What follows belongs to an exercise in optimizing a design on an open flow for small area, a short achievable clock period and few clock cycles per item; a production flow would make more cautious choices.
In this exercise RTL edits were held to simulation tests only and were not proved equivalent to the original.

## flow/design.v (module list and top-level ports; edited modules follow where they fit)
// module cordic: 5333 lines
// module cordic_top: 49 lines
module cordic_top (
    input wire clk,
    input wire rst,
    input wire in_valid,
    output wire in_ready,
    input wire [31 : 0] x_in,
    input wire [31 : 0] y_in,
    input wire [31 : 0] z_in,
    output reg out_valid,
    output reg [31 : 0] x_out,
    output reg [31 : 0] y_out,
    output wire [31 : 0] z_out
);
  // ...
==> flow/run.sh <==
#!/bin/bash
# synth_recipe.tcl (not shown) runs the flow's synth.tcl, then flattens the netlist and writes it again
# the make line also repeats each setting of config.mk as NAME=value (left out here)
make -C /OpenROAD-flow-scripts/flow DESIGN_CONFIG=/design/flow/config.mk WORK_HOME=/design/flow/orfs CLKGATE_MAP_FILE= SYNTH_SCRIPT=/design/flow/synth_recipe.tcl finish
==> flow/config.mk <==
export PLATFORM = sky130hd
export DESIGN_NAME = cordic_top
export DESIGN_NICKNAME = cordic_top
export VERILOG_FILES = /design/flow/design.v
export SDC_FILE = /design/flow/constraint.sdc
export NUM_CORES = 4
export LEC_CHECK = 0
export CAP_MARGIN = 20
export CORE_MARGIN = 2
export CORE_UTILIZATION = 40
export SLEW_MARGIN = 20
==> flow/constraint.sdc <==
create_clock -name core_clock -period 200.0 [get_ports {clk}]
set_input_delay 40.0000 -clock core_clock [delete_from_list [all_inputs] [get_ports {clk}]]
set_output_delay 40.0000 -clock core_clock [all_outputs]
set_load 0.01 [all_outputs]
==> flow_summary.ini, run 1 <==
[cells_and_area]
design_area_um2 = 89950
multi_input_area_um2 = 57790
final-clk-cell-share_pct = 3.712
fin_nets = 8976
num-multi-input-gates = 3689

[logic_synthesis]
synth-edff-count = 0
yosysTopAreaCell = fa_1
synthMuxAreaShare_pct = 0.2159
synthArstFlopShare_pct = 0
postSynthNetCount = 8756
synth_top_family_by_area = adder cells

[global_routing]
globalRouteMet2Util_pct = 27.63
antenna_found_initial = 3
grtUsageTotal_pct = 13.96
use_met3_pct = 1.819

[routing]
totalWireLength_um = 133200
drtPass1Iterations = 4
vias = 38660

[die]
initial_core_util_pct = 40.18

[placed_design]
placed_cells = 9142
place.gp.congestion = 0.8366
dpl_cell_area_um2 = 86600

[sta]
finalCritPeriodShare_pct = 21.07
post-route-min-period_ns = 42.14
whs_ns = 0.3253

[min_path]
hp-class = reg -> reg
worst_hold_path.num_cells = 0

[setup_path]
crit_fanout = 28
worst-r2r-cell-count = 99

[status]
status = finished clean
Testbench counts, summed over its fixed seeds: cycles 2,128, items 2,048.
==> inputs of run 2 (changes only) <==
==> flow/flow/run.sh (new file) <==
#!/bin/bash
# Standard ORFS layout, with one extra step between synthesis and floorplan:
# flow/polar.py re-polarises the full-adder cells of the synthesized netlist
# (a full adder is self-dual) so that most inverters between them disappear.
set -euo pipefail
R=orfs/results/$FLOW_PLATFORM/cordic_top/base
bash standard.sh synth > make_synth.log 2>&1
cp $R/1_2_yosys.v 1_2_yosys.orig.v
python3 flow/polar.py $R/1_2_yosys.v > polar.log 2>&1
rm -f $R/1_synth.odb $R/1_synth.sdc
bash standard.sh finish "BUFFER_PORTS_ARGS=-buffer_cell sky130_fd_sc_hd__buf_2" > make_finish.log 2>&1
==> flow/flow/cells.txt (new file) <==
a2111o_1
a2111o_2
a2111o_4
a2111oi_0
a2111oi_1
a2111oi_2
a2111oi_4
a211o_1
a211o_2
a211o_4
a211oi_1
a211oi_2
a211oi_4
a21bo_1
a21bo_2
a21bo_4
a21boi_0
a21boi_1
a21boi_2
a21boi_4
a21o_1
a21o_2
a21o_4
a21oi_1
a21oi_2
a21oi_4
a221o_1
a221o_2
a221o_4
a221oi_1
a221oi_2
a221oi_4
a222oi_1
a22o_1
a22o_2
a22o_4
a22oi_1
a22oi_2
a22oi_4
a2bb2o_1
a2bb2o_2
a2bb2o_4
a2bb2oi_1
a2bb2oi_2
a2bb2oi_4
a311o_1
a311o_2
a311o_4
a311oi_1
a311oi_2
a311oi_4
a31o_1
a31o_2
a31o_4
a31oi_1
a31oi_2
a31oi_4
a32o_1
a32o_2
a32o_4
a32oi_1
a32oi_2
a32oi_4
a41o_1
a41o_2
a41o_4
a41oi_1
a41oi_2
a41oi_4
and2_0
and2_1
and2_2
and2_4
and2b_1
and2b_2
and2b_4
and3_1
and3_2
and3_4
and3b_1
and3b_2
and3b_4
and4_1
and4_2
and4_4
and4b_1
and4b_2
and4b_4
and4bb_1
and4bb_2
and4bb_4
buf_1
buf_12
buf_16
buf_2
buf_4
buf_6
buf_8
bufbuf_16
bufbuf_8
bufinv_16
bufinv_8
clkbuf_1
clkbuf_16
clkbuf_2
clkbuf_4
clkbuf_8
clkdlybuf4s15_1
clkdlybuf4s15_2
clkdlybuf4s18_1
clkdlybuf4s18_2
clkdlybuf4s25_1
clkdlybuf4s25_2
clkdlybuf4s50_1
clkdlybuf4s50_2
clkinv_1
clkinv_16
clkinv_2
clkinv_4
clkinv_8
clkinvlp_2
clkinvlp_4
conb_1
decap_12
decap_3
decap_4
decap_6
decap_8
dfbbn_1
dfbbn_2
dfbbp_1
dfrbp_1
dfrbp_2
dfrtn_1
dfrtp_1
dfrtp_2
dfrtp_4
dfsbp_1
dfsbp_2
dfstp_1
dfstp_2
dfstp_4
dfxbp_1
dfxbp_2
dfxtp_1
dfxtp_2
dfxtp_4
diode_2
dlclkp_1
dlclkp_2
dlclkp_4
dlrbn_1
dlrbn_2
dlrbp_1
dlrbp_2
dlrtn_1
dlrtn_2
dlrtn_4
dlrtp_1
dlrtp_2
dlrtp_4
dlxbn_1
dlxbn_2
dlxbp_1
dlxtn_1
dlxtn_2
dlxtn_4
dlxtp_1
dlygate4sd1_1
dlygate4sd2_1
dlygate4sd3_1
dlymetal6s2s_1
dlymetal6s4s_1
dlymetal6s6s_1
ebufn_1
ebufn_2
ebufn_4
ebufn_8
edfxbp_1
edfxtp_1
einvn_0
einvn_1
einvn_2
einvn_4
einvn_8
einvp_1
einvp_2
einvp_4
einvp_8
fa_1
fa_2
fa_4
fah_1
fahcin_1
fahcon_1
ha_1
ha_2
ha_4
inv_1
inv_12
inv_16
inv_2
inv_4
inv_6
inv_8
lpflow_bleeder_1
lpflow_clkbufkapwr_1
lpflow_clkbufkapwr_16
lpflow_clkbufkapwr_2
lpflow_clkbufkapwr_4
lpflow_clkbufkapwr_8
lpflow_clkinvkapwr_1
lpflow_clkinvkapwr_16
lpflow_clkinvkapwr_2
lpflow_clkinvkapwr_4
lpflow_clkinvkapwr_8
lpflow_decapkapwr_12
lpflow_decapkapwr_3
lpflow_decapkapwr_4
lpflow_decapkapwr_6
lpflow_decapkapwr_8
lpflow_inputiso0n_1
lpflow_inputiso0p_1
lpflow_inputiso1n_1
lpflow_inputiso1p_1
lpflow_inputisolatch_1
lpflow_isobufsrc_1
lpflow_isobufsrc_16
lpflow_isobufsrc_2
lpflow_isobufsrc_4
lpflow_isobufsrc_8
lpflow_isobufsrckapwr_16
lpflow_lsbuf_lh_hl_isowell_tap_1
lpflow_lsbuf_lh_hl_isowell_tap_2
lpflow_lsbuf_lh_hl_isowell_tap_4
lpflow_lsbuf_lh_isowell_4
lpflow_lsbuf_lh_isowell_tap_1
lpflow_lsbuf_lh_isowell_tap_2
lpflow_lsbuf_lh_isowell_tap_4
macro_sparecell
maj3_1
maj3_2
maj3_4
mux2_1
mux2_2
mux2_4
mux2_8
mux2i_1
mux2i_2
mux2i_4
mux4_1
mux4_2
mux4_4
nand2_1
nand2_2
nand2_4
nand2_8
nand2b_1
nand2b_2
nand2b_4
nand3_1
nand3_2
nand3_4
nand3b_1
nand3b_2
nand3b_4
nand4_1
nand4_2
nand4_4
nand4b_1
nand4b_2
nand4b_4
nand4bb_1
nand4bb_2
nand4bb_4
nor2_1
nor2_2
nor2_4
nor2_8
nor2b_1
nor2b_2
nor2b_4
nor3_1
nor3_2
nor3_4
nor3b_1
nor3b_2
nor3b_4
nor4_1
nor4_2
nor4_4
nor4b_1
nor4b_2
nor4b_4
nor4bb_1
nor4bb_2
nor4bb_4
o2111a_1
o2111a_2
o2111a_4
o2111ai_1
o2111ai_2
o2111ai_4
o211a_1
o211a_2
o211a_4
o211ai_1
o211ai_2
o211ai_4
o21a_1
o21a_2
o21a_4
o21ai_0
o21ai_1
o21ai_2
o21ai_4
o21ba_1
o21ba_2
o21ba_4
o21bai_1
o21bai_2
o21bai_4
o221a_1
o221a_2
o221a_4
o221ai_1
o221ai_2
o221ai_4
o22a_1
o22a_2
o22a_4
o22ai_1
o22ai_2
o22ai_4
o2bb2a_1
o2bb2a_2
o2bb2a_4
o2bb2ai_1
o2bb2ai_2
o2bb2ai_4
o311a_1
o311a_2
o311a_4
o311ai_0
o311ai_1
o311ai_2
o311ai_4
o31a_1
o31a_2
o31a_4
o31ai_1
o31ai_2
o31ai_4
o32a_1
o32a_2
o32a_4
o32ai_1
o32ai_2
o32ai_4
o41a_1
o41a_2
o41a_4
o41ai_1
o41ai_2
o41ai_4
or2_0
or2_1
or2_2
or2_4
or2b_1
or2b_2
or2b_4
or3_1
or3_2
or3_4
or3b_1
or3b_2
or3b_4
or4_1
or4_2
or4_4
or4b_1
or4b_2
or4b_4
or4bb_1
or4bb_2
or4bb_4
probe_p_8
probec_p_8
sdfbbn_1
sdfbbn_2
sdfbbp_1
sdfrbp_1
sdfrbp_2
sdfrtn_1
sdfrtp_1
sdfrtp_2
sdfrtp_4
sdfsbp_1
sdfsbp_2
sdfstp_1
sdfstp_2
sdfstp_4
sdfxbp_1
sdfxbp_2
sdfxtp_1
sdfxtp_2
sdfxtp_4
sdlclkp_1
sdlclkp_2
sdlclkp_4
sedfxbp_1
sedfxbp_2
sedfxtp_1
sedfxtp_2
sedfxtp_4
xnor2_1
xnor2_2
xnor2_4
xnor3_1
xnor3_2
xnor3_4
xor2_1
xor2_2
xor2_4
xor3_1
xor3_2
xor3_4
==> flow/flow/polar.py (new file) <==
#!/usr/bin/env python3
"""Re-polarise the full-adder cells of a Yosys netlist to remove inverters.

A full adder is self-dual: FA(~a, ~b, ~c) = (~sum, ~cout).  Synthesis leaves
many inverters between full adders (on carries and sums).  This pass chooses,
for every full adder, whether it computes its function on true or on
complemented signals so that as few inverters as possible are needed, then
rebuilds the inverters: one per signal whose complement some pin needs.
Flip-flops and all other cells are left as they are.

usage: polar.py NETLIST.v   (rewritten in place; a summary goes to stdout)
"""
import re, sys, random

path = sys.argv[1]
src = open(path).read()

m = re.search(r'\bmodule\b.*?;', src, re.S)
body_start = m.end()
body_end = src.rindex('endmodule')
head, body, tail = src[:body_start], src[body_start:body_end], src[body_end:]

# split body into statements ending with ';'
stmts = []
i = 0
cell_re = re.compile(r'^\s*(?:\(\*.*?\*\)\s*)*([A-Za-z_][\w$]*)\s+(\\\S+|[A-Za-z_][\w$]*)\s*\((.*)\)\s*;\s*$', re.S)
pin_re = re.compile(r'\.(\w+)\s*\(\s*(.*?)\s*\)\s*(?:,|$)', re.S)
parts = re.split(r'(?<=;)', body)
cells = []   # [type, name, {pin: net}, order]
other = []
items = []
for p in parts:
    if not p.strip():
        items.append(('raw', p)); continue
    mm = cell_re.match(p)
    if mm and mm.group(1) not in ('wire', 'input', 'output', 'inout', 'assign', 'reg'):
        typ, name, conns = mm.group(1), mm.group(2), mm.group(3)
        pins = []
        for pm in re.finditer(r'\.(\w+)\s*\(((?:[^()]|\([^()]*\))*)\)', conns):
            pins.append((pm.group(1), pm.group(2).strip()))
        cells.append([typ, name, pins])
        items.append(('cell', len(cells) - 1))
    else:
        items.append(('raw', p))

def norm(n):
    return n.strip()

OUTS = {'X', 'Y', 'Q', 'Q_N', 'SUM', 'COUT', 'HI', 'LO'}
is_inv = lambda t: re.match(r'sky130_fd_sc_hd__(inv|clkinv)_\d+$', t) is not None
is_fa = lambda t: re.match(r'sky130_fd_sc_hd__fa_\d+$', t) is not None
is_x = lambda t: re.match(r'sky130_fd_sc_hd__x(n)?or[23]_\d+$', t) is not None
def swap_x(t):
    return t.replace('__xnor', '__XOR').replace('__xor', '__xnor').replace('__XOR', '__xor')

# nets used outside cells (assign statements, ports) are fixed loads
raw_text = ''.join(p for k, p in items if k == 'raw')
port_names = set(re.findall(r'\b(?:input|output|inout)\b[^;]*?(\\?\S+)\s*;', src))

driver = {}
for ci, (typ, name, pins) in enumerate(cells):
    for p, n in pins:
        if p in OUTS:
            driver[norm(n)] = (ci, p)

def used_outside(n):
    base = re.sub(r'\s*\[\d+\]$', '', n).lstrip('\\').strip()
    return base in port_names or (n in raw_text and 'assign' in raw_text)

# inverters we may remove: plain inverters whose output is not a port / assign net
removable = set()
for ci, (typ, name, pins) in enumerate(cells):
    if is_inv(typ):
        d = dict(pins)
        if not used_outside(norm(d['Y'])):
            removable.add(ci)

inv_of = {}  # output net -> input net for removable inverters
for ci in removable:
    d = dict(cells[ci][2])
    inv_of[norm(d['Y'])] = norm(d['A'])

def root(n):
    par = 0
    seen = 0
    while n in inv_of and seen < 100:
        n = inv_of[n]; par ^= 1; seen += 1
    return n, par

fa_ids = [ci for ci, c in enumerate(cells) if is_fa(c[0]) or is_x(c[0])]
fa_index = {ci: k for k, ci in enumerate(fa_ids)}
# root nets driven by an FA output
root_fa = {}
for ci in fa_ids:
    for p, n in cells[ci][2]:
        if p in ('SUM', 'COUT', 'X', 'Y'):
            root_fa[norm(n)] = fa_index[ci]

# loads: (cell index, pin position, root, parity, fa owner or None)
loads = []
for ci, (typ, name, pins) in enumerate(cells):
    if ci in removable:
        continue
    for k, (p, n) in enumerate(pins):
        if p in OUTS or p == 'CLK':
            continue
        r, par = root(norm(n))
        if par == 0 and r not in root_fa and not is_fa(typ) and not is_x(typ):
            continue  # untouched
        owner = fa_index.get(ci) if (is_fa(typ) or is_x(typ)) else None
        loads.append((ci, k, r, par, owner))

nfa = len(fa_ids)
xl = {}
for li, (ci, k, r, par, owner) in enumerate(loads):
    if is_x(cells[ci][0]):
        xl.setdefault(ci, []).append(li)
f = [0] * nfa
# per root: list of (load idx)
by_root = {}
for li, (ci, k, r, par, owner) in enumerate(loads):
    by_root.setdefault(r, []).append(li)
# per fa: roots it touches (its outputs and its input roots)
fa_roots = [set() for _ in range(nfa)]
for r, v in root_fa.items():
    fa_roots[v].add(r)
for li, (ci, k, r, par, owner) in enumerate(loads):
    if owner is not None:
        fa_roots[owner].add(r)

def mism(li):
    ci, k, r, par, owner = loads[li]
    return par ^ (f[root_fa[r]] if r in root_fa else 0)

def need(li):
    ci, k, r, par, owner = loads[li]
    if is_x(cells[ci][0]):
        return 0
    rel = par ^ (f[root_fa[r]] if r in root_fa else 0) ^ (f[owner] if owner is not None else 0)
    return rel

def root_cost(r):
    return 1 if any(need(li) for li in by_root.get(r, ())) else 0

def total():
    return sum(root_cost(r) for r in by_root)

before = len(removable)
cur = total()
improved = True
rounds = 0
random.seed(1)
order = list(range(nfa))
best_f = None; best_c = None
while rounds < 60:
    improved = False
    rounds += 1
    random.shuffle(order)
    for v in order:
        rs = fa_roots[v]
        c0 = sum(root_cost(r) for r in rs)
        f[v] ^= 1
        c1 = sum(root_cost(r) for r in rs)
        if c1 < c0:
            improved = True; cur += c1 - c0
        elif c1 == c0 and random.random() < 0.5:
            pass
        else:
            f[v] ^= 1
    if rounds % 10 == 0 or rounds == 60:
        c = total()
        if best_c is None or c < best_c:
            best_c = c; best_f = list(f)
f = best_f
after = total()

# rebuild
for ci in fa_ids:
    if is_x(cells[ci][0]):
        t = f[fa_index[ci]]
        for li in xl.get(ci, ()):
            t ^= mism(li)
        if t:
            old = cells[ci][0]
            cells[ci][0] = swap_x(old)
            if '2_' in old:
                cells[ci][2] = [({'X': 'Y', 'Y': 'X'}.get(p, p), n) for p, n in cells[ci][2]]
newinv = {}
cnt = 0
for li, (ci, k, r, par, owner) in enumerate(loads):
    rel = need(li)
    if rel:
        if r not in newinv:
            cnt += 1
            newinv[r] = '_polinv_%d_' % cnt
        net = newinv[r]
    else:
        net = r
    p, _ = cells[ci][2][k]
    cells[ci][2][k] = (p, net)

def fmt_cell(typ, name, pins):
    return '\n  %s %s (\n%s\n  );' % (typ, name, ',\n'.join('    .%s(%s)' % (p, n if not n.startswith('\\') else n + ' ') for p, n in pins))

# upsize weak drivers of high-fanout nets (the inverters removed above were
# often sized by synthesis for such nets)
import os
libcells = set(open(os.path.join(os.path.dirname(os.path.abspath(__file__)), 'cells.txt')).read().split())
DONT = ('fa_', 'ha_', 'dfxtp', 'conb', 'inv_', 'clkinv')
nfan = {}
for kind, v in items:
    if kind == 'cell' and v not in removable:
        for p, n in cells[v][2]:
            if p not in OUTS:
                nfan[n] = nfan.get(n, 0) + 1
up = 0
for kind, v in items:
    if kind != 'cell' or v in removable:
        continue
    typ = cells[v][0]
    mm = re.match(r'sky130_fd_sc_hd__(\w+)_(\d+)$', typ)
    if not mm or mm.group(1) in ('fa', 'ha', 'conb', 'inv', 'clkinv'):
        continue
    outs = [n for p, n in cells[v][2] if p in OUTS]
    if len(outs) != 1:
        continue
    k = nfan.get(outs[0], 0)
    want = 1 if k <= 4 else 2 if k <= 8 else 4 if k <= 16 else 8
    base, size = mm.group(1), int(mm.group(2))
    if want > size:
        for sz in (want, 4, 2):
            if sz > size and '%s_%d' % (base, sz) in libcells:
                cells[v][0] = 'sky130_fd_sc_hd__%s_%d' % (base, sz); up += 1
                break
print('upsized', up)
out = [head]
for r, nn in newinv.items():
    out.append('\n  wire %s;' % nn)
for kind, v in items:
    if kind == 'raw':
        out.append(v)
    else:
        if v in removable:
            continue
        typ, name, pins = cells[v]
        out.append(fmt_cell(typ, name, pins))
fan = {}
for li in range(len(loads)):
    pass
for kind, v in items:
    if kind == 'cell' and v not in removable:
        for p, n in cells[v][2]:
            if n in newinv.values():
                fan[n] = fan.get(n, 0) + 1
def inv_size(n):
    k = fan.get(n, 1)
    return 1 if k <= 3 else 2 if k <= 6 else 4 if k <= 12 else 8
for r, nn in newinv.items():
    rr = r if not r.startswith('\\') else r + ' '
    out.append('\n  sky130_fd_sc_hd__inv_%d %s_cell (\n    .A(%s),\n    .Y(%s)\n  );' % (inv_size(nn), nn.rstrip('_'), rr, nn))
out.append('\n')
out.append(tail)
open(path, 'w').write(''.join(out))
print('full adders %d, flipped %d, inverters removed %d, added %d' % (nfa, sum(f), before, len(newinv)))
==> flow/standard.sh (new file) <==
#!/bin/bash
# synth_recipe.tcl (not shown) runs the flow's synth.tcl, then flattens the netlist and writes it again
# the make line also repeats each setting of config.mk as NAME=value (left out here)
make -C /OpenROAD-flow-scripts/flow DESIGN_CONFIG=/design/flow/config.mk WORK_HOME=/design/flow/orfs CLKGATE_MAP_FILE= SYNTH_SCRIPT=/design/flow/synth_recipe.tcl "${@:-finish}"
--- a/flow/config.mk
+++ b/flow/config.mk
@@ -10,2 +10,3 @@
 export CORE_UTILIZATION = 40
+export CTS_BUF_LIST = sky130_fd_sc_hd__clkbuf_4
 export SLEW_MARGIN = 20
removed: flow/run.sh
==> flow_summary.ini, run 2 <==
[status]
status = finished clean

[sta]
fin_worst_skew_ns = 0.07999
fin_ws_ns = 158.22
final_max_slew_viol_count = 0
finalCritPeriodShare_pct = 20.89
rsz0062_at_grt = false
finalSetupViolations = 0
setup_tns_ns = 0
timing.fmax_mhz = 23.94
whs_ns = 0.3184
worst_slew_pin_slew_ns = 1.069
relSlewSlack_pct = 28.75
post-route-min-period_ns = 41.78
hold_viol = 0

[clock_tree]
cts.clk_slew.worst_paths_ns = 0.06
tritoncts = done
cts.path.max_buffers = 3
postCtsSetupBuffers = 0
cts_buffers = 222
ctsHoldBuffers = 0
clock-sinks = 830
insertion_delay_ns = 1.23
cts_root_buf = clkbuf_4
ctsResizeCount = 0
htree_levels = 4

[setup_path]
reg2reg_from = cordic_inst.zr_6[25]$_DFF_P_
cpMaxStageDelayCell = dfxtp_4
timing.rr.end = cordic_inst.zr_10[21]$_DFF_P_
path_delay_family = flip-flops
rrSetupSlack_ns = 160.41
crit_arrival_ns = 1.78
crit_fanout = 28
end_kind = primary output
critPathKind = reg -> out
path_cells = buf_2
worst-r2r-cell-count = 99
critical_path_required_ns = 160.00
cp_num_buf_inv = 1
slowest_delay_ns = 0.45
critPathLaunchType = flip-flop

[routing]
totalWireLength_um = 134200
viasPerCell = 4.352
wire_per_inst_um = 16.57
drt-initial-drc-count = 848
drtPass1Iterations = 4
ant_nets = 0
vias = 35250
drc_errors = 0

[cells_and_area]
final_common_cell = fa_1
drive_gt1_share_pct = 12.85
seq_area_um2 = 16640
syn_to_final_growth_pct = 8.501
fillers = 17420
layout_common_cells = fa_1, dfxtp_1, xnor2_1
multi_input_area_um2 = 58450
fin_nets = 7800

[die]
core_area_um2 = 192800
initial_core_util_pct = 40.31
die_h_um = 444.8
num_rows = 161
io_pins = 197
fp.dieW_um = 444.8
dieArea_um2 = 197800

[placed_design]
dp_slack_ns = 159.40
port_buffers = 195
place.gp.congestion = 0.8193
dp_hpwl_um = 119700

[min_path]
hold_end = cordic_inst.zf_p1[3]$_DFF_P_
worst_hold_path.num_cells = 0
hp-class = reg -> reg
min_from = cordic_inst.zf_p0[3]$_DFF_P_

[logic_synthesis]
postSynthNetCount = 7472
ys_warn_count = 2
syn_avg_cell_area_um2 = 15.34
syn_inst = 5067
netlist_area_um2 = 77720

[global_routing]
grt_pass1_vias = 43600
antenna_found_initial = 5
grt_pass1_wl_um = 227200
grt_max_degree = 71
grtUsageTotal_pct = 14.66
overflow = 0

[run]
maxCapViolCount = 0
[run 2: worst max path at each step]
stage	start	to	slack, ns	cells after the start
finish	z_o[4]$_DFF_P_	z_out[11]	158.22	1
global route	z_o[4]$_DFF_P_	z_out[14]	158.00	1
CTS	z_o[4]$_DFF_P_	z_out[11]	158.01	1
detailed placement	z_o[4]$_DFF_P_	z_out[11]	159.40	1
global placement	z_o[4]$_DFF_P_	z_out[10]	159.41	1
floorplan	z_o[4]$_DFF_P_	z_out[10]	159.37	1
[run 2: layout make-up]
cell class	count	area share, %
Clock inverter	100	0.9497
Clock buffer	295	2.626
Multi-Input combinational cell	3689	69.32
Timing Repair Buffer	260	1.784
Inverter	392	1.818
Tap cell	2526	3.748
Sequential cell	830	19.74
Antenna cell	8	0.02374
[run 2: through the flow]
stage,cells,cell area (µm²),utilization [%]
floorplan,5067,77720,-
global placement,7695,81220,42.13
detailed placement,7695,81230,42.14
CTS,8090,84250,43.70
global route,8099,84320,43.74
finish,8100,84320,43.74
[run 2: routing by layer]
layer  vias up  GRT usage (%)  share of wire, %
met1     18820          16.63                38
met2       475          28.06                56
met3       211          2.357               3.2
met5         -              0            0.0097
li1      15750              -                 -
met4         2          4.233               2.5
==> inputs of run 3 (changes only) <==
--- a/flow/config.mk
+++ b/flow/config.mk
@@ -10,3 +10,3 @@
 export CORE_UTILIZATION = 40
-export CTS_BUF_LIST = sky130_fd_sc_hd__clkbuf_4
+export CTS_BUF_LIST = sky130_fd_sc_hd__clkbuf_8
 export SLEW_MARGIN = 20
==> flow_summary.ini, run 3 <==
[setup_path]
cpMaxStageDelayCell = dfxtp_4
path_cells = buf_2
rrSetupSlack_ns = 160.39
path_delay_family = flip-flops
end_kind = primary output
crit_fanout = 28
worst-r2r-cell-count = 99
slowest_delay_ns = 0.44
timing.rr.end = cordic_inst.zr_10[21]$_DFF_P_
critPathLaunchType = flip-flop
critical_path_required_ns = 160.00
crit_arrival_ns = 1.45
critPathKind = reg -> out
cp_num_buf_inv = 1
reg2reg_from = cordic_inst.zr_6[25]$_DFF_P_

[clock_tree]
insertion_delay_ns = 0.92
htree_levels = 4
cts_root_buf = clkbuf_8
cts.clk_slew.worst_paths_ns = 0.05
cts.path.max_buffers = 3
ctsHoldBuffers = 0
ctsResizeCount = 0
cts_buffers = 155
clock-sinks = 830
postCtsSetupBuffers = 0
tritoncts = done

[die]
core_area_um2 = 192800
initial_core_util_pct = 40.31
fp.dieW_um = 444.8
io_pins = 197
num_rows = 161
dieArea_um2 = 197800
die_h_um = 444.8

[global_routing]
grt_max_degree = 71
antenna_found_initial = 1
grt_pass1_wl_um = 227000
grtUsageTotal_pct = 14.65
grt_pass1_vias = 42950
overflow = 0

[sta]
timing.fmax_mhz = 24.12
relSlewSlack_pct = 28.40
rsz0062_at_grt = false
hold_viol = 0
fin_ws_ns = 158.55
post-route-min-period_ns = 41.45
final_max_slew_viol_count = 0
finalSetupViolations = 0
worst_slew_pin_slew_ns = 1.074
finalCritPeriodShare_pct = 20.73
setup_tns_ns = 0
fin_worst_skew_ns = 0.09122
whs_ns = 0.3228

[cells_and_area]
fillers = 17350
multi_input_area_um2 = 58450
final_core_util_pct = 43.96
layout_common_cells = fa_1, dfxtp_1, xnor2_1
fin_nets = 7733
syn_to_final_growth_pct = 9.050
drive_gt1_share_pct = 11.17
seq_area_um2 = 16640
final_common_cell = fa_1

[min_path]
hp-class = reg -> reg
min_from = cordic_inst.zf_p2[4]$_DFF_P_
hold_end = z_o[4]$_DFF_P_
worst_hold_path.num_cells = 0

[routing]
vias = 34720
drt-initial-drc-count = 780
ant_nets = 0
drtPass1Iterations = 4
totalWireLength_um = 134100
drc_errors = 0
wire_per_inst_um = 16.80
viasPerCell = 4.352

[placed_design]
dp_hpwl_um = 119700
port_buffers = 195
place.gp.congestion = 0.8193
dp_slack_ns = 159.40

[run]
maxCapViolCount = 0

[logic_synthesis]
syn_avg_cell_area_um2 = 15.34
postSynthNetCount = 7472
netlist_area_um2 = 77720
ys_warn_count = 2
syn_inst = 5067

[status]
status = finished clean
run 3: through the flow:
step,area (µm²),instances
after global placement,81220,7695
after global routing,84750,7979
after floorplan,77720,5067
after CTS,84690,7976
final,84750,7979
after detailed placement,81230,7695
run 3: worst max path at each step:
stage / from / end / cells after the start
final: z_o[4]$_DFF_P_ / z_out[11] / 1
after CTS: z_o[4]$_DFF_P_ / z_out[11] / 1
after floorplan: z_o[4]$_DFF_P_ / z_out[10] / 1
after detailed placement: z_o[4]$_DFF_P_ / z_out[11] / 1
after global placement: z_o[4]$_DFF_P_ / z_out[10] / 1
after global routing: z_o[4]$_DFF_P_ / z_out[14] / 1
run 3: layout make-up:
class                   instances  area share [%]
clock buffers                 182           2.956
multi-input cells            3689           68.97
flip-flops and latches        830           19.64
diodes                          1        0.002953
clock inverters                99           1.126
repair buffers                260           1.775
well taps                    2526           3.729
inverters                     392           1.809
run 3: per-layer routing:
layer	vias up	part of all wire, %	wire length [µm]	global-route usage [%]
met3	193	2.8	3768	2.052
met1	18610	39	51780	16.83
met4	0	2.5	3389	4.244
met5	-	0	0	0
met2	442	56	75130	28.02
li1	15480	-	-	-
==> inputs of run 4 (changes only) <==
--- a/flow/flow/run.sh
+++ b/flow/flow/run.sh
@@ -10,2 +10,2 @@
 rm -f $R/1_synth.odb $R/1_synth.sdc
-bash standard.sh finish "BUFFER_PORTS_ARGS=-buffer_cell sky130_fd_sc_hd__buf_2" > make_finish.log 2>&1
+bash standard.sh finish "BUFFER_PORTS_ARGS=-buffer_cell sky130_fd_sc_hd__buf_2" "CTS_ARGS=-sink_clustering_enable -repair_clock_nets -root_buf sky130_fd_sc_hd__clkbuf_16 -buf_list sky130_fd_sc_hd__clkbuf_4" > make_finish.log 2>&1
--- a/flow/config.mk
+++ b/flow/config.mk
@@ -10,3 +10,2 @@
 export CORE_UTILIZATION = 40
-export CTS_BUF_LIST = sky130_fd_sc_hd__clkbuf_8
 export SLEW_MARGIN = 20
==> flow_summary.ini, run 4 <==
[setup_path]
slowest_delay_ns = 0.45
critPathLaunchType = flip-flop
cpMaxStageDelayCell = dfxtp_4
path_delay_family = flip-flops
path_cells = buf_2
critPathKind = reg -> out
crit_arrival_ns = 1.40
critical_path_required_ns = 160.00
crit_fanout = 28
cp_num_buf_inv = 1
end_kind = primary output

[placed_design]
placed_cells = 7695
port_buffers = 195
dp_hpwl_um = 119700
dpl_cell_area_um2 = 81230
place.gp.congestion = 0.8193

[die]
fp.dieW_um = 444.8
num_rows = 161
core_area_um2 = 192800
io_pins = 197
die_h_um = 444.8
dieArea_um2 = 197800
initial_core_util_pct = 40.31

[sta]
setup_tns_ns = 0
whs_ns = 0.3184
worst_slew_pin_slew_ns = 1.061
timing.fmax_mhz = 24.15
finalCritPeriodShare_pct = 20.70
hold_viol = 0
post-route-min-period_ns = 41.40
finalSetupViolations = 0
fin_worst_skew_ns = 0.07816
final_max_slew_viol_count = 0
relSlewSlack_pct = 29.26
rsz0062_at_grt = false

[clock_tree]
cts_buffers = 222
cts_root_buf = clkbuf_16
ctsResizeCount = 0
clock-sinks = 830
postCtsSetupBuffers = 0
cts.path.max_buffers = 3
cts.clk_slew.worst_paths_ns = 0.06
tritoncts = done
ctsHoldBuffers = 0
htree_levels = 4
insertion_delay_ns = 0.86

[routing]
drt-initial-drc-count = 849
viasPerCell = 4.348
totalWireLength_um = 134300
vias = 35220
ant_nets = 0
drtPass1Iterations = 4
drc_errors = 0
wire_per_inst_um = 16.58

[min_path]
hp-class = reg -> reg

[global_routing]
grt_pass1_wl_um = 227200
overflow = 0
grt_pass1_vias = 43600
grt_max_degree = 71
antenna_found_initial = 5
grtUsageTotal_pct = 14.66

[cells_and_area]
layout_common_cells = fa_1, dfxtp_1, xnor2_1
final_cell_count_no_fill = 8100
design_area_um2 = 84340
fin_nets = 7800
final_common_cell = fa_1
syn_to_final_growth_pct = 8.523
drive_gt1_share_pct = 12.85

[logic_synthesis]
netlist_area_um2 = 77720
syn_inst = 5067
syn_avg_cell_area_um2 = 15.34
ys_warn_count = 2
postSynthNetCount = 7472

[status]
status = finished clean

[run]
maxCapViolCount = 0
## run 4: worst register-to-register path: cells and delay by family (launching register included)
kind	cells	cell delay, ns
XOR/XNOR	7	2.26
adder cells (fa/ha/maj)	86	35.42
buffers and inverters	5	1.15
flip-flops	1	0.53
AND/OR/NAND/NOR	1	0.09
## run 4: worst paths after layout
| kind | endpoint | from | depth (start not counted) | slack (ns) |
|---|---|---|---|---|
| worst min-delay path | cordic_inst.zf_p1[3]$_DFF_P_ | cordic_inst.zf_p0[3]$_DFF_P_ | 0 | 0.32 |
| worst min register to register | cordic_inst.zf_p1[3]$_DFF_P_ | cordic_inst.zf_p0[3]$_DFF_P_ | 0 | 0.32 |
| worst max-delay path | z_out[11] | z_o[4]$_DFF_P_ | 1 | 158.60 |
| worst max register to register | cordic_inst.zr_10[21]$_DFF_P_ | cordic_inst.zr_6[25]$_DFF_P_ | 99 | 160.42 |
## run 4: stage by stage
stage          utilization (%)  worst slack, ns
2_1_floorplan                -           159.37
3_5_place_dp             42.14           159.40
3_3_place_gp             42.13           159.41
6_report                 43.75           158.60
4_1_cts                  43.71           158.47
5_1_grt                  43.75           158.44
## run 4: area by class of cell
class | count | area [µm²]
Fill cell | 17410 | 108400
Multi-Input combinational cell | 3689 | 58450
Inverter | 392 | 1533
Clock inverter | 100 | 800.8
Clock buffer | 295 | 2232
Sequential cell | 830 | 16640
Timing Repair Buffer | 260 | 1504
Antenna cell | 8 | 20.02
Tap cell | 2526 | 3161
## run 4: metal layers
layer | track usage, % | share of wire, % | routed length, µm | vias to the layer above
li1 | - | - | - | 15740
met1 | 16.63 | 38 | 51190 | 18790
met3 | 2.367 | 3.2 | 4291 | 211
met2 | 28.06 | 56 | 75470 | 480
met5 | 0 | 0.0097 | 13 | -
met4 | 4.265 | 2.5 | 3311 | 2
==> inputs of run 5 (changes only) <==
--- a/flow/flow/run.sh
+++ b/flow/flow/run.sh
@@ -10,2 +10,2 @@
 rm -f $R/1_synth.odb $R/1_synth.sdc
-bash standard.sh finish "BUFFER_PORTS_ARGS=-buffer_cell sky130_fd_sc_hd__buf_2" "CTS_ARGS=-sink_clustering_enable -repair_clock_nets -root_buf sky130_fd_sc_hd__clkbuf_16 -buf_list sky130_fd_sc_hd__clkbuf_4" > make_finish.log 2>&1
+bash standard.sh finish > make_finish.log 2>&1
--- a/flow/flow/polar.py
+++ b/flow/flow/polar.py
@@ -221,3 +221,3 @@
     mm = re.match(r'sky130_fd_sc_hd__(\w+)_(\d+)$', typ)
-    if not mm or mm.group(1) in ('fa', 'ha', 'conb', 'inv', 'clkinv'):
+    if not mm or any(mm.group(1).startswith(d.rstrip('_')) and d.endswith('_') and mm.group(1) + '_' == d or mm.group(1) + '_' == d for d in DONT):
         continue
==> flow_summary.ini, run 5 <==
[setup_path]
critPathLaunchType = flip-flop
path_delay_family = buffers and inverters
critical_path_required_ns = 160.00
slowest_delay_ns = 0.58
cp_num_buf_inv = 1
crit_arrival_ns = 1.76
cpMaxStageDelayCell = clkdlybuf4s50_1
crit_fanout = 28
critPathKind = reg -> out
end_kind = primary output
path_cells = clkdlybuf4s50_1

[sta]
fin_worst_skew_ns = 0.05204
fin_ws_ns = 158.24
post-route-min-period_ns = 41.76
final_max_slew_viol_count = 0
timing.fmax_mhz = 23.95
finalSetupViolations = 0
setup_tns_ns = 0
relSlewSlack_pct = 28.57
finalCritPeriodShare_pct = 20.88
worst_slew_pin_slew_ns = 1.071
rsz0062_at_grt = false
hold_viol = 0

[clock_tree]
cts_root_buf = clkbuf_16
cts.path.max_buffers = 3
cts.clk_slew.worst_paths_ns = 0.05
htree_levels = 3
ctsHoldBuffers = 0
clock-sinks = 830
postCtsSetupBuffers = 0
cts_buffers = 98
insertion_delay_ns = 0.75
tritoncts = done
ctsResizeCount = 0

[placed_design]
dp_hpwl_um = 120600
dp_slack_ns = 158.94
port_buffers = 195
place.gp.congestion = 0.8197

[cells_and_area]
layout_common_cells = fa_1, dfxtp_1, xnor2_1
fillers = 17110
drive_gt1_share_pct = 6.349
fin_nets = 7674
final_common_cell = fa_1
syn_to_final_growth_pct = 10.36

[routing]
drtPass1Iterations = 4
drt-initial-drc-count = 1013
ant_nets = 0
wire_per_inst_um = 17.05
viasPerCell = 4.346
drc_errors = 0
totalWireLength_um = 134400
vias = 34250

[logic_synthesis]
syn_avg_cell_area_um2 = 15.34
syn_inst = 5067
netlist_area_um2 = 77720
postSynthNetCount = 7472
ys_warn_count = 2

[die]
num_rows = 161
core_area_um2 = 192800
initial_core_util_pct = 40.31
io_pins = 197
die_h_um = 444.8
fp.dieW_um = 444.8
dieArea_um2 = 197800

[global_routing]
grt_pass1_vias = 42190
grtUsageTotal_pct = 14.62
overflow = 0
grt_pass1_wl_um = 225300
grt_max_degree = 70
antenna_found_initial = 2

[status]
status = finished clean

[min_path]
hp-class = reg -> reg

[run]
maxCapViolCount = 0
## run 5: metrics by stage
| step | cells | hold WS [ns] | instance area (µm²) | utilization, % |
|---|---|---|---|---|
| after floorplan | 5067 | 0.3089 | 77720 | - |
| after global placement | 7694 | 0.3097 | 82190 | 42.63 |
| after detailed placement | 7694 | 0.3135 | 82200 | 42.64 |
| after CTS | 7880 | 0.3249 | 85740 | 44.48 |
| after global routing | 7882 | 0.3300 | 85770 | 44.49 |
| final | 7882 | 0.3250 | 85770 | 44.49 |
## run 5: cell type report
class                           count  area [µm²]  share of cell area, %
Inverter                          392        1533                  1.787
Clock buffer                      136        2796                  3.260
Sequential cell                   830       16640                  19.40
Multi-Input combinational cell   3689       58450                  68.15
Clock inverter                     50       743.2                 0.8665
Antenna cell                        1       2.502               0.002918
Tap cell                         2526        3161                  3.685
Timing Repair Buffer              258        2445                  2.850
## run 5: worst register-to-register path: cells and delay by family (launching register included)
kind                       cells  cell delay [ns]
and+or+nand+nor                1             0.09
buffers and inverters          5             1.03
DFF                            1             0.55
adders and majority gates     86            35.39
xor gates and xnor gates       7             2.31
## run 5: worst paths after layout
kind / from / slack (ns) / cells after the start / end
worst max register to register: cordic_inst.zr_6[25]$_DFF_P_ / 160.49 / 99 / cordic_inst.zr_10[21]$_DFF_P_
worst max-delay path: z_o[4]$_DFF_P_ / 158.24 / 1 / z_out[26]
worst min register to register: cordic_inst.zf_p1[4]$_DFF_P_ / 0.32 / 0 / cordic_inst.zf_p2[4]$_DFF_P_
worst min-delay path: cordic_inst.zf_p1[4]$_DFF_P_ / 0.32 / 0 / cordic_inst.zf_p2[4]$_DFF_P_
## run 5: routing by layer
layer	up-vias	global-route usage, %	part of all wire [%]
met1	18300	16.80	39
li1	15360	-	-
met4	0	4.287	2.9
met2	402	27.93	55
met5	-	0	0
met3	183	2.087	3.0
==> inputs of run 6 (changes only) <==
--- a/flow/flow/run.sh
+++ b/flow/flow/run.sh
@@ -10,2 +10,2 @@
 rm -f $R/1_synth.odb $R/1_synth.sdc
-bash standard.sh finish > make_finish.log 2>&1
+bash standard.sh finish "BUFFER_PORTS_ARGS=-buffer_cell sky130_fd_sc_hd__buf_2" "CTS_ARGS=-sink_clustering_enable -repair_clock_nets -root_buf sky130_fd_sc_hd__clkbuf_16 -buf_list sky130_fd_sc_hd__clkbuf_4 -sink_clustering_size 10 -sink_clustering_max_diameter 60" > make_finish.log 2>&1
--- a/flow/flow/polar.py
+++ b/flow/flow/polar.py
@@ -221,3 +221,3 @@
     mm = re.match(r'sky130_fd_sc_hd__(\w+)_(\d+)$', typ)
-    if not mm or any(mm.group(1).startswith(d.rstrip('_')) and d.endswith('_') and mm.group(1) + '_' == d or mm.group(1) + '_' == d for d in DONT):
+    if not mm or mm.group(1) in ('fa', 'ha', 'conb', 'inv', 'clkinv'):
         continue
@@ -228,2 +228,3 @@
     want = 1 if k <= 4 else 2 if k <= 8 else 4 if k <= 16 else 8
+    if mm.group(1).startswith("x"): want = min(want, int(os.environ.get("XMAX", "2")))
     base, size = mm.group(1), int(mm.group(2))
==> flow_summary.ini, run 6 <==
[setup_path]
slowest_delay_ns = 0.46
critPathKind = reg -> out
path_cells = buf_2
crit_fanout = 28
worst-r2r-cell-count = 100
cpMaxStageDelayCell = dfxtp_4
crit_path_start = z_o[4]$_DFF_P_
path_delay_family = flip-flops
end_kind = primary output
timing.rr.end = cordic_inst.zr_10[21]$_DFF_P_
crit_arrival_ns = 1.29
rrSetupSlack_ns = 160.61
critical_path_required_ns = 160.00
critPathLaunchType = flip-flop
cp_num_buf_inv = 1
reg2reg_from = cordic_inst.zr_6[25]$_DFF_P_

[global_routing]
antenna_found_initial = 5
grt_pass1_vias = 42980
grt_pass1_wl_um = 226400
grtUsageTotal_pct = 14.68
grt_max_degree = 71
overflow = 0

[sta]
post-route-min-period_ns = 41.29
relSlewSlack_pct = 29.58
timing.fmax_mhz = 24.22
setup_tns_ns = 0
final_max_slew_viol_count = 0
fin_worst_skew_ns = 0.05971
worst_slew_pin_slew_ns = 1.056
rsz0062_at_grt = false
finalSetupViolations = 0
hold_viol = 0
finalCritPeriodShare_pct = 20.65

[routing]
ant_nets = 0
drc_errors = 0
wire_per_inst_um = 16.96
drtPass1Iterations = 4
viasPerCell = 4.373
vias = 34410
totalWireLength_um = 133400
drt-initial-drc-count = 787

[placed_design]
port_buffers = 195
dp_hpwl_um = 120000
dpl_cell_area_um2 = 81020
place.gp.congestion = 0.8185

[cells_and_area]
fin_nets = 7692
layout_common_cells = fa_1, dfxtp_1, xnor2_1
final_common_cell = fa_1
final_core_util_pct = 42.99
syn_to_final_growth_pct = 6.987
drive_gt1_share_pct = 9.981
design_area_um2 = 82620

[die]
core_area_um2 = 192200
fp.dieW_um = 443.4
io_pins = 197
die_h_um = 443.4
dieArea_um2 = 196600
initial_core_util_pct = 40.18
num_rows = 161

[min_path]
hold_end = cordic_inst.d_24_p1$_DFF_P_
hp-class = reg -> reg
min_from = cordic_inst.d_24_p0$_DFF_P_
worst_hold_path.num_cells = 0

[clock_tree]
ctsHoldBuffers = 0
htree_levels = 3
cts.clk_slew.worst_paths_ns = 0.11
tritoncts = done
insertion_delay_ns = 0.72
cts_root_buf = clkbuf_16
cts_buffers = 110
postCtsSetupBuffers = 0
ctsResizeCount = 0
cts.path.max_buffers = 3
clock-sinks = 830

[run]
maxCapViolCount = 0

[logic_synthesis]
ys_warn_count = 2
syn_inst = 5067
postSynthNetCount = 7472
syn_avg_cell_area_um2 = 15.24
netlist_area_um2 = 77220

[status]
status = finished clean
-- run 6: worst register-to-register path: cells and delay by family, from the launching register on --
family	cells	cell delay (ns)
fa+ha+maj	86	35.34
xor+xnor	7	1.97
buf+inv	6	1.38
flops	1	0.53
simple gates	1	0.09
-- run 6: worst max-delay path by stage --
stage / slack (ns) / end / cells after the start
floorplan: 159.37 / z_out[10] / 1
global placement: 159.42 / z_out[13] / 1
detailed placement: 159.39 / z_out[17] / 1
CTS: 158.61 / z_out[17] / 1
global route: 158.59 / z_out[11] / 1
finish: 158.71 / z_out[17] / 1
-- run 6: metal layers --
layer / global-route usage, % / part of all wire (%) / up-vias
li1: - / - / 15370
met1: 16.55 / 37 / 18330
met2: 27.83 / 56 / 455
met3: 2.279 / 3.2 / 242
met4: 5.249 / 3.8 / 4
met5: 0 / 0.025 / -
-- run 6: final cells by class --
| type | instances | area, µm² |
|---|---|---|
| fill | 17590 | 109600 |
| multi-input combinational | 3689 | 58220 |
| sequential | 830 | 16640 |
| tap | 2526 | 3161 |
| inverter | 392 | 1533 |
| timing repair buffer | 264 | 1518 |
| clock buffer | 122 | 1074 |
| clock inverter | 43 | 470.5 |
| antenna | 2 | 5.005 |
-- run 6: through the flow --
| step | setup WS [ns] | std cells | hold slack (ns) |
|---|---|---|---|
| CTS | 158.61 | 7865 | 0.3325 |
| floorplan | 159.37 | 5067 | 0.3089 |
| global placement | 159.42 | 7700 | 0.3116 |
| global route | 158.59 | 7868 | 0.3321 |
| detailed placement | 159.39 | 7700 | 0.3128 |
| finish | 158.71 | 7868 | 0.3283 |
==> inputs of run 7 (changes only) <==
--- a/flow/flow/run.sh
+++ b/flow/flow/run.sh
@@ -10,2 +10,2 @@
 rm -f $R/1_synth.odb $R/1_synth.sdc
-bash standard.sh finish "BUFFER_PORTS_ARGS=-buffer_cell sky130_fd_sc_hd__buf_2" "CTS_ARGS=-sink_clustering_enable -repair_clock_nets -root_buf sky130_fd_sc_hd__clkbuf_16 -buf_list sky130_fd_sc_hd__clkbuf_4 -sink_clustering_size 10 -sink_clustering_max_diameter 60" > make_finish.log 2>&1
+bash standard.sh finish "BUFFER_PORTS_ARGS=-buffer_cell sky130_fd_sc_hd__buf_2" "CTS_ARGS=-sink_clustering_enable -repair_clock_nets -root_buf sky130_fd_sc_hd__clkbuf_16 -buf_list sky130_fd_sc_hd__clkbuf_8 -sink_clustering_size 16 -sink_clustering_max_diameter 80" > make_finish.log 2>&1
--- a/flow/config.mk
+++ b/flow/config.mk
@@ -9,3 +9,3 @@
 export CORE_MARGIN = 2
-export CORE_UTILIZATION = 40
+export CORE_UTILIZATION = 55
 export SLEW_MARGIN = 20
==> flow_summary.ini, run 7 <==
[status]
status = finished clean

[setup_path]
path_delay_family = flip-flops
crit_arrival_ns = 1.29
critPathLaunchType = flip-flop
end_kind = primary output
slowest_delay_ns = 0.46
cpMaxStageDelayCell = dfxtp_4
critPathKind = reg -> out
crit_fanout = 28
cp_num_buf_inv = 1
critical_path_required_ns = 160.00
path_cells = buf_2

[sta]
setup_tns_ns = 0
rsz0062_at_grt = false
finalSetupViolations = 0
fin_worst_skew_ns = 0.03415
post-route-min-period_ns = 41.29
timing.fmax_mhz = 24.22
finalCritPeriodShare_pct = 20.64
final_max_slew_viol_count = 0
hold_viol = 0
relSlewSlack_pct = 29.15
worst_slew_pin_slew_ns = 1.063

[clock_tree]
tritoncts = done
htree_levels = 3
ctsHoldBuffers = 0
cts_buffers = 75
cts_root_buf = clkbuf_16
postCtsSetupBuffers = 0
cts.path.max_buffers = 3
clock-sinks = 830
ctsResizeCount = 0
insertion_delay_ns = 0.67
cts.clk_slew.worst_paths_ns = 0.09

[die]
initial_core_util_pct = 55.41
io_pins = 197
fp.dieW_um = 378.7
num_rows = 137
core_area_um2 = 139400
die_h_um = 378.7
dieArea_um2 = 143400

[run]
maxCapViolCount = 0

[global_routing]
top_usage_layer = met2
grt_max_degree = 69
globalRouteMet2Util_pct = 46.93
grtUsageTotal_pct = 21.24
grt_pass1_vias = 42890
use_met1_pct = 17.76
overflow = 0
grt_pass1_wl_um = 228200
use_met3_pct = 2.383
antenna_found_initial = 0

[logic_synthesis]
syn_inst = 5067
netlist_area_um2 = 77220
postSynthNetCount = 7472
ys_warn_count = 2
syn_avg_cell_area_um2 = 15.24

[cells_and_area]
syn_to_final_growth_pct = 6.194
layout_common_cells = fa_1, dfxtp_1, xnor2_1
fin_nets = 7668
drive_gt1_share_pct = 9.449
final_cell_count_no_fill = 7189
diodes = 0
final_common_cell = fa_1

[placed_design]
port_buffers = 195
placed_cells = 7062
dp_hpwl_um = 126900
place.gp.congestion = 0.8617

[routing]
viasPerCell = 4.784
wire_per_inst_um = 19.43
drtPass1Iterations = 4
drc_errors = 0
drt-initial-drc-count = 641
ant_nets = 0
vias = 34390
totalWireLength_um = 139700

[min_path]
hp-class = reg -> reg
==> run 7: stage by stage <==
stage | util [%] | setup WS (ns) | hold slack, ns | instance area, µm²
after detailed placement | 57.62 | 159.39 | 0.3121 | 80290
final | 58.84 | 158.71 | 0.3231 | 82000
after floorplan | - | 159.37 | 0.3089 | 77220
after CTS | 58.84 | 158.64 | 0.3096 | 82000
after global placement | 57.62 | 159.41 | 0.3120 | 80290
after global routing | 58.84 | 158.58 | 0.3132 | 82000
==> run 7: area by class of cell <==
cell class / count / area [µm²]
Multi-Input combinational cell: 3689 / 58200
Clock inverter: 43 / 452.9
Sequential cell: 830 / 16640
Clock buffer: 84 / 1257
Fill cell: 11230 / 57360
Inverter: 392 / 1533
Tap cell: 1876 / 2347
Timing Repair Buffer: 275 / 1577
==> run 7: path summary, 6_finish.rpt <==
kind | start | end | slack [ns] | cells after the start
worst min-delay path | cordic_inst.d_28_p0$_DFF_P_ | cordic_inst.d_28_p1$_DFF_P_ | 0.32 | 0
worst max register to register | cordic_inst.zr_6[25]$_DFF_P_ | cordic_inst.zr_10[21]$_DFF_P_ | 160.56 | 100
worst min register to register | cordic_inst.d_28_p0$_DFF_P_ | cordic_inst.d_28_p1$_DFF_P_ | 0.32 | 0
worst max-delay path | z_o[4]$_DFF_P_ | z_out[6] | 158.71 | 1
==> run 7: routing by layer <==
| layer | share of wire, % | routed length (µm) |
|---|---|---|
| met1 | 27 | 38320 |
| met4 | 5.3 | 7364 |
| met3 | 2.1 | 2893 |
| met5 | 0 | 0 |
| met2 | 65 | 91110 |
==> run 7: worst reg2reg max path, delay by kind of cell, from the launching register on <==
| kind | cells | cell delay (ns) |
|---|---|---|
| xor gates and xnor gates | 7 | 1.91 |
| buffers and inverters | 6 | 1.46 |
| and+or+nand+nor | 1 | 0.09 |
| adders and majority gates | 86 | 35.31 |
| DFF | 1 | 0.57 |
==> inputs of run 8 (changes only) <==
--- a/flow/config.mk
+++ b/flow/config.mk
@@ -9,3 +9,3 @@
 export CORE_MARGIN = 2
-export CORE_UTILIZATION = 55
+export CORE_UTILIZATION = 40
 export SLEW_MARGIN = 20
==> flow_summary.ini, run 8 <==
[die]
fp.dieW_um = 443.4
core_area_um2 = 192200
num_rows = 161
io_pins = 197
dieArea_um2 = 196600
die_h_um = 443.4
initial_core_util_pct = 40.18

[global_routing]
grt_max_degree = 71
overflow = 0
grtUsageTotal_pct = 14.69
antenna_found_initial = 2
grt_pass1_wl_um = 226600
grt_pass1_vias = 42680

[setup_path]
critical_path_required_ns = 160.00
end_kind = primary output
reg2reg_from = cordic_inst.zr_6[25]$_DFF_P_
path_cells = buf_2
cp_num_buf_inv = 1
path_delay_family = flip-flops
slowest_delay_ns = 0.46
crit_path_start = z_o[4]$_DFF_P_
critPathLaunchType = flip-flop
crit_arrival_ns = 1.27
cpMaxStageDelayCell = dfxtp_4
crit_fanout = 28
critPathKind = reg -> out

[clock_tree]
ctsResizeCount = 0
cts_buffers = 81
cts_root_buf = clkbuf_16
postCtsSetupBuffers = 0
ctsHoldBuffers = 0
cts.path.max_buffers = 3
tritoncts = done
cts.clk_slew.worst_paths_ns = 0.09
clock-sinks = 830
htree_levels = 3
insertion_delay_ns = 0.70

[logic_synthesis]
netlist_area_um2 = 77220
postSynthNetCount = 7472
syn_avg_cell_area_um2 = 15.24
ys_warn_count = 2
syn_inst = 5067

[placed_design]
port_buffers = 195
placed_cells = 7700
place.gp.congestion = 0.8185
dp_hpwl_um = 120000

[cells_and_area]
layout_common_cells = fa_1, dfxtp_1, xnor2_1
fin_nets = 7663
final_common_cell = fa_1
drive_gt1_share_pct = 9.452
final_cell_count_no_fill = 7838
syn_to_final_growth_pct = 7.350

[sta]
relSlewSlack_pct = 29.46
rsz0062_at_grt = false
timing.fmax_mhz = 24.23
finalCritPeriodShare_pct = 20.64
setup_tns_ns = 0
worst_slew_pin_slew_ns = 1.058
whs_ns = 0.3195
post-route-min-period_ns = 41.27
final_max_slew_viol_count = 0
hold_viol = 0
finalSetupViolations = 0
fin_worst_skew_ns = 0.05918

[min_path]
min_from = cordic_inst.d_25_p0$_DFF_P_
hp-class = reg -> reg

[routing]
drc_errors = 0
drt-initial-drc-count = 825
vias = 34230
drtPass1Iterations = 5
ant_nets = 0
wire_per_inst_um = 17.06
viasPerCell = 4.367
totalWireLength_um = 133700

[status]
status = finished clean

[run]
maxCapViolCount = 0
## run 8: layer usage
metal | track usage, % | share of wire [%] | wire, µm
met1 | 16.76 | 38 | 50660
met2 | 27.95 | 56 | 74370
met3 | 2.047 | 3.0 | 3998
met4 | 4.887 | 3.5 | 4663
met5 | 0 | 0 | 0
## run 8: final timing paths
check | slack, ns | cells after the start | end
hold / removal | 0.32 | 0 | cordic_inst.d_25_p1$_DFF_P_
setup / recovery | 158.73 | 1 | z_out[17]
setup reg to reg | 160.61 | 100 | cordic_inst.zr_10[21]$_DFF_P_
hold reg to reg | 0.32 | 0 | cordic_inst.d_25_p1$_DFF_P_
## run 8: layout make-up
class,count,area [µm²]
flip-flops and latches,830,16640
clock inverters,48,514.2
fillers,17520,109300
multi-input cells,3689,58220
inverters,392,1533
repair buffers,264,1518
diodes,1,2.502
well taps,2526,3161
clock buffers,88,1313
## run 8: metrics by stage
| stage | util (%) | cell area, µm² | worst slack (ns) |
|---|---|---|---|
| 4_1_cts | 43.11 | 82850 | 158.64 |
| 6_report | 43.14 | 82900 | 158.73 |
| 3_3_place_gp | 42.16 | 81020 | 159.42 |
| 3_5_place_dp | 42.16 | 81020 | 159.39 |
| 5_1_grt | 43.14 | 82900 | 158.62 |
| 2_1_floorplan | - | 77220 | 159.37 |
==> inputs of run 9 (changes only) <==
--- a/flow/flow/run.sh
+++ b/flow/flow/run.sh
@@ -10,2 +10,2 @@
 rm -f $R/1_synth.odb $R/1_synth.sdc
-bash standard.sh finish "BUFFER_PORTS_ARGS=-buffer_cell sky130_fd_sc_hd__buf_2" "CTS_ARGS=-sink_clustering_enable -repair_clock_nets -root_buf sky130_fd_sc_hd__clkbuf_16 -buf_list sky130_fd_sc_hd__clkbuf_8 -sink_clustering_size 16 -sink_clustering_max_diameter 80" > make_finish.log 2>&1
+bash standard.sh finish "BUFFER_PORTS_ARGS=-buffer_cell sky130_fd_sc_hd__buf_2" "CTS_ARGS=-sink_clustering_enable -repair_clock_nets -root_buf sky130_fd_sc_hd__clkbuf_16 -buf_list sky130_fd_sc_hd__clkbuf_8 -sink_clustering_size 16 -sink_clustering_max_diameter 80 -dont_use_dummy_load" > make_finish.log 2>&1
==> flow_summary.ini, run 9 <==
[status]
status = finished clean

[sta]
relSlewSlack_pct = 29.82
fin_worst_skew_ns = 0.09696
finalCritPeriodShare_pct = 20.63
timing.fmax_mhz = 24.24
rsz0062_at_grt = false
post-route-min-period_ns = 41.26
hold_viol = 0
setup_tns_ns = 0
final_max_slew_viol_count = 0
finalSetupViolations = 0
worst_slew_pin_slew_ns = 1.053

[die]
io_pins = 197
num_rows = 161
dieArea_um2 = 196600
initial_core_util_pct = 40.18
core_area_um2 = 192200
fp.dieW_um = 443.4
die_h_um = 443.4

[global_routing]
globalRouteMet2Util_pct = 27.86
grt_max_degree = 71
grt_pass1_wl_um = 226100
use_met1_pct = 16.73
grtUsageTotal_pct = 14.66
antenna_found_initial = 2
use_met3_pct = 2.050
top_usage_layer = met2
overflow = 0
grt_pass1_vias = 42600

[cells_and_area]
fin_nets = 7663
final_core_util_pct = 42.82
fillers = 17570
layout_common_cells = fa_1, dfxtp_1, xnor2_1
final_common_cell = fa_1
drive_gt1_share_pct = 8.619
final_cell_count_no_fill = 7783
syn_to_final_growth_pct = 6.559

[clock_tree]
ctsResizeCount = 0
cts.path.max_buffers = 3
cts.clk_slew.worst_paths_ns = 0.09
clock-sinks = 830
tritoncts = done
htree_levels = 3
cts_buffers = 81
ctsHoldBuffers = 0
postCtsSetupBuffers = 0
cts_root_buf = clkbuf_16
insertion_delay_ns = 0.70

[logic_synthesis]
postSynthNetCount = 7472
syn_avg_cell_area_um2 = 15.24
ys_warn_count = 2
netlist_area_um2 = 77220
syn_inst = 5067

[setup_path]
path_delay_family = flip-flops
cp_num_buf_inv = 1
slowest_delay_ns = 0.46
critical_path_required_ns = 160.00
rrSetupSlack_ns = 160.61
cpMaxStageDelayCell = dfxtp_4
critPathKind = reg -> out
timing.rr.end = cordic_inst.zr_10[21]$_DFF_P_
crit_fanout = 28
end_kind = primary output
crit_arrival_ns = 1.26
path_cells = buf_2
worst-r2r-cell-count = 100
critPathLaunchType = flip-flop
reg2reg_from = cordic_inst.zr_6[25]$_DFF_P_

[min_path]
hp-class = reg -> reg
hold_end = cordic_inst.d_25_p1$_DFF_P_
min_from = cordic_inst.d_25_p0$_DFF_P_
worst_hold_path.num_cells = 0

[routing]
wire_per_inst_um = 17.13
viasPerCell = 4.376
totalWireLength_um = 133400
drc_errors = 0
drtPass1Iterations = 4
drt-initial-drc-count = 799
vias = 34060
ant_nets = 0

[placed_design]
dp_hpwl_um = 120000
port_buffers = 195
place.gp.congestion = 0.8185
placed_cells = 7700

[run]
maxCapViolCount = 0
==> run 9: how the worst max path moves through the flow <==
stage / cells after the start / startpoint / end / slack, ns
floorplan: 1 / z_o[4]$_DFF_P_ / z_out[10] / 159.37
global placement: 1 / z_o[4]$_DFF_P_ / z_out[13] / 159.42
detailed placement: 1 / z_o[4]$_DFF_P_ / z_out[17] / 159.39
CTS: 1 / z_o[4]$_DFF_P_ / z_out[17] / 158.66
global route: 1 / z_o[4]$_DFF_P_ / z_out[11] / 158.63
finish: 1 / z_o[4]$_DFF_P_ / z_out[17] / 158.74
==> run 9: routing by layer <==
layer | vias to the layer above | part of all wire (%)
li1 | 15220 | -
met1 | 18220 | 38
met2 | 413 | 56
met3 | 200 | 2.9
met4 | 0 | 3.6
met5 | - | 0
==> run 9: final cells by class <==
cell class / instances / area (µm²) / area share, %
Sequential cell: 830 / 16640 / 20.22
Antenna cell: 1 / 2.502 / 0.003041
Inverter: 392 / 1533 / 1.863
Multi-Input combinational cell: 3689 / 58220 / 70.75
Clock buffer: 81 / 1216 / 1.478
Timing Repair Buffer: 264 / 1518 / 1.844
Tap cell: 2526 / 3161 / 3.841
==> run 9: through the flow <==
stage          hold WS [ns]  setup WS [ns]  instance area [µm²]
6_report             0.2932         158.74                82290
5_1_grt              0.3106         158.63                82290
4_1_cts              0.2996         158.66                82240
3_5_place_dp         0.3128         159.39                81020
3_3_place_gp         0.3116         159.42                81020
2_1_floorplan        0.3089         159.37                77220

[separate check: timing with driven ports]
Ports are ideal in the flow. The routed layouts listed here were re-timed in OpenROAD. Step 1 (the two cells are an assumption about what drives the block):
set clk [get_ports {clk}]
set_driving_cell -lib_cell sky130_fd_sc_hd__clkbuf_16 $clk
set_driving_cell -lib_cell sky130_fd_sc_hd__buf_2 [delete_from_list [all_inputs] $clk]
Step 2 times the ports against the registers' clock, not the clock port: input delays grow and output delays shrink by t, the midpoint of the rising clock arrivals with the driver on. Slacks: ideal / step 1 / step 2; pairs: ideal / step 1.
run | t (ns) | setup slack, ns | worst register clock-pin slew, ns
run 1 | 0.803 | 157.864 / 157.777 / 158.580 | 0.07 / 0.07
run 2 | 1.272 | 158.221 / 158.144 / 159.416 | 0.08 / 0.08
run 3 | 0.951 | 158.549 / 158.471 / 159.422 | 0.07 / 0.07
run 4 | 0.905 | 158.596 / 158.513 / 159.419 | 0.08 / 0.08
run 5 | 0.808 | 158.238 / 158.157 / 158.965 | 0.07 / 0.07
run 6 | 0.776 | 158.705 / 158.623 / 159.399 | 0.12 / 0.12
run 7 | 0.723 | 158.710 / 158.637 / 159.360 | 0.11 / 0.11
run 8 | 0.748 | 158.727 / 158.646 / 159.394 | 0.11 / 0.11
run 9 | 0.720 | 158.743 / 158.662 / 159.381 | 0.11 / 0.11
After both steps setup and hold are still met in every run listed.
